Source: an optimization exercise on an open RTL-to-GDS flow (aim: small area and a short achievable clock period). Production flows keep margins and buffers that such runs may drop.
No activity file was given, so power comes from the tool's default toggle rates.

== v28 ==
==> flow/design.v (excerpt) <==
module adder(clk, rst, in_valid, operand_1, operand_2, out_valid, Sum);
input clk;
input rst;
input in_valid;
input [31:0] operand_1;
input [31:0] operand_2;
output out_valid;
output [31:0] Sum;
reg [1:0] valid;
always @(posedge clk)
    if (rst) valid <= 0;
    else valid <= {valid[0:0], in_valid};
assign out_valid = valid[1];
wire [30:0] op2_iw = operand_2[30:0];
wire [31:0] a = operand_1;
wire [30:0] b = op2_iw;
wire [8:0] d12 = {1'b0, a[30:23]} - {1'b0, b[30:23]};
wire [7:0] d21 = b[30:23] - a[30:23];
wire ge = ~d12[8];
wire [7:0] dd = ge ? d12[7:0] : d21;
wire [0:0] sgn_aw = a[31];
wire [7:0] emax_aw = ge ? a[30:23] : b[30:23];
wire [22:0] fb_aw = ge ? a[22:0] : b[22:0];
wire [22:0] fs_aw = ge ? b[22:0] : a[22:0];
wire [4:0] sh_aw = dd[4:0];
wire [0:0] shz_aw = (dd[7:5] != 3'd0) || (dd[4:3] == 2'b11);
wire [23:0] x0 = {1'b1, fs_aw};
wire [23:0] x1 = sh_aw[0] ? (x0 >> 1) : x0;
wire [23:0] x2 = sh_aw[1] ? (x1 >> 2) : x1;
wire [23:0] x3 = sh_aw[2] ? (x2 >> 4) : x2;
reg [0:0] sgn_s3;
reg [7:0] emax_s3;
reg [22:0] fb_s3;
reg [23:0] xs_s3;
reg [4:0] sh_s3;
reg [0:0] shz_s3;
always @(posedge clk) begin
    sgn_s3 <= sgn_aw;
    emax_s3 <= emax_aw;
    fb_s3 <= fb_aw;
    xs_s3 <= x3;
    sh_s3 <= sh_aw;
    shz_s3 <= shz_aw;
end
wire [23:0] xz3 = shz_s3 ? 24'd0 : xs_s3;
wire [23:0] x4 = sh_s3[3] ? (xz3 >> 8) : xz3;
wire [23:0] x5 = sh_s3[4] ? (x4 >> 16) : x4;
wire [23:0] sml = x5;
wire [24:0] ms = {1'b1, fb_s3} + sml;
reg [0:0] sgn_c;
reg [7:0] emax_c;
reg [23:0] ms_c;
always @(posedge clk) begin
    sgn_c <= sgn_s3;
    emax_c <= emax_s3;
    ms_c <= ms[24:1];
  ...
Size in the first run: roughly 990 cells after synthesis, ~94 flip-flops, roughly 100 I/O pins, about 6400 sq um of cells after synthesis.
export LEC_CHECK = 0
export ABC_AREA = 1
export CAP_MARGIN = 20
export CORE_MARGIN = 2
export CORE_UTILIZATION = 40
export CTS_BUF_LIST = sky130_fd_sc_hd__clkbuf_4 sky130_fd_sc_hd__clkbuf_8
export SETUP_SLACK_MARGIN = 1.3
export SLEW_MARGIN = 20
create_clock -name core_clock -period 4.0 [get_ports {clk}]
standard.sh (not shown) runs the stock make flow with config.mk's settings and CLKGATE_MAP_FILE= SYNTH_SCRIPT=/design/flow/synth_recipe.tcl, a recipe that flattens the netlist after the stock synthesis.
==> flow/flow/run.sh <==
#!/bin/bash
# Standard layout, with plain buf_1 cells as the port buffers.
export BUFFER_PORTS_ARGS="-buffer_cell sky130_fd_sc_hd__buf_1"
bash standard.sh > standard.log 2>&1
Input changes introduced in v58 (baseline for comparison: v28):
==> flow/flow/run.sh <==
#!/bin/bash
# Standard layout with two changes:
#  - the ABC script that maps the logic (ABC_AREA=1) is flow/abc_area.script,
#    an area-oriented mapping; the registers are untouched by it;
#  - plain buf_1 cells as the port buffers.
set -e
rm -rf scripts
cp -r "$FLOW_HOME/scripts" scripts
cp flow/abc_area.script scripts/abc_area.script
export BUFFER_PORTS_ARGS="-buffer_cell sky130_fd_sc_hd__buf_1"
bash standard.sh SCRIPTS_DIR="$PWD/scripts" finish > standard.log 2>&1
==> flow/flow/abc_area.script (new file) <==
strash
dch
amap
topo
stime -c
buffer -c
upsize -c
dnsize -c
--- outcome ---
v28 has lower non-clock buffering overhead in the final layout than v58.
v28 has a lower final area than v58.
v58 gives more utilization than v28 did.
Across both runs, total power was higher for v58 than for v28.
Of v58 and v28, it is v58 that has the lower final weighted congestion of routability-driven global placement.
Compared with v28, v58 shows clock buffer count in the final layout higher by 2.
For clock skew, v28 and v58 come out practically identical.
Measured against each other, v58 and v28 differ in sum of met2 wire segment lengths after detailed routing, the lower figure coming from v28.
In the reports for v58 and v28, the smaller first-iteration DRC count belongs to v58.
Relative to v28, number of placed instances with taps included decreased by 320 in v58.
diff inputs: v58 => v44
- changing SETUP_SLACK_MARGIN from 1.3 to 1.4
==> flow/flow/run.sh <==
#!/bin/bash
# Standard layout, with plain buf_1 cells as the port buffers.
export BUFFER_PORTS_ARGS="-buffer_cell sky130_fd_sc_hd__buf_1"
bash standard.sh > standard.log 2>&1
removed: flow/flow/abc_area.script
Notes after the runs:
v44: no failed stages, no open violations at the end. v44 has multi-input logic area above what v58 had. Count of cell instances traversed by the critical path (higher): v58. Comparing v58 and v44, the higher part of the power in the clock network is on v44. v44 ends up with a worst-case setup margin in the final layout that is 0.50 ns higher than in v58. Kind of critical path = flip-flop to flip-flop: v58; kind of critical path = input pin to flip-flop: v44. v44 vs v58 on headroom to the max-slew limit: v44 is the lower one. Number of well taps: v58 and v44 compared, lower one is v58. v58 has lower xor/xnor share of the synthesized area than v44. What v44 reported for leakage power total has to be multiplied by 0.868 to get the figure for v58. Measured against each other, v58 and v44 differ in highest net fanout along the worst path, the lower figure coming from v58. For the cell area after layout, v44 came in 3.2% lower than v58 did.
Changes in v40 relative to v44:
- a change of SETUP_SLACK_MARGIN from 1.4 to 1.3
==> flow/flow/run.sh <==
#!/bin/bash
# Standard layout with two changes:
#  - the ABC script that maps the logic (ABC_AREA=1) is flow/abc_area.script,
#    an area-oriented mapping; the registers are untouched by it;
#  - plain buf_1 cells as the port buffers.
set -e
rm -rf scripts
cp -r "$FLOW_HOME/scripts" scripts
cp flow/abc_area.script scripts/abc_area.script
export BUFFER_PORTS_ARGS="-buffer_cell sky130_fd_sc_hd__buf_1"
bash standard.sh SCRIPTS_DIR="$PWD/scripts" finish > standard.log 2>&1
==> flow/flow/abc_area.script (new file) <==
strash
dch
map -a
topo
stime -c
buffer -c
upsize -c
dnsize -c
==> comparison <==
v40 went all the way through the flow, and no timing, DRC or antenna check failed. Summary of v40 over v44: data arrival time at the worst-slack endpoint shows an increase of 0.24 ns; area added between synthesis and finish went up; die outline area lost 1500 sq um.
No functional check of the RTL was part of any run of this note.

separate check: timing with driven ports:
Ports are ideal in the flow. The routed layouts listed here were re-timed in OpenROAD.
Step 1, drivers: a clkbuf_16 drives clk and a buf_2 each remaining input, both assumed.
Step 2 moves the port delays by t, midway between the first and last clock arrival at a register: inputs arrive t later, outputs are due t later. That takes back most of the time a late clock gives input paths.
Slacks: no drivers / after step 1 / after step 2; pairs: no drivers / after step 1.
| run | shift t [ns] | setup WS [ns] | clock arrival spread, ns | worst register clock-pin slew, ns | worst data-port slew with drivers (ns) |
|---|---|---|---|---|---|
| v28 | 0.390 | 1.424 / 1.436 / 1.046 | 0.014 / 0.014 | 0.10 / 0.10 | 0.04 |
| v58 | 0.399 | 0.935 / 0.935 / 0.609 | 0.014 / 0.015 | 0.10 / 0.10 | 0.06 |
| v44 | 0.399 | 1.433 / 1.444 / 1.045 | 0.014 / 0.014 | 0.10 / 0.10 | 0.04 |
| v40 | 0.421 | 1.256 / 1.255 / 0.834 | 0.014 / 0.014 | 0.10 / 0.10 | 0.05 |
After both steps setup and hold are still met in every run listed. For v40, which loses most, drivers alone change the setup slack by -0.001 ns; drivers and shift together by -0.422 ns.
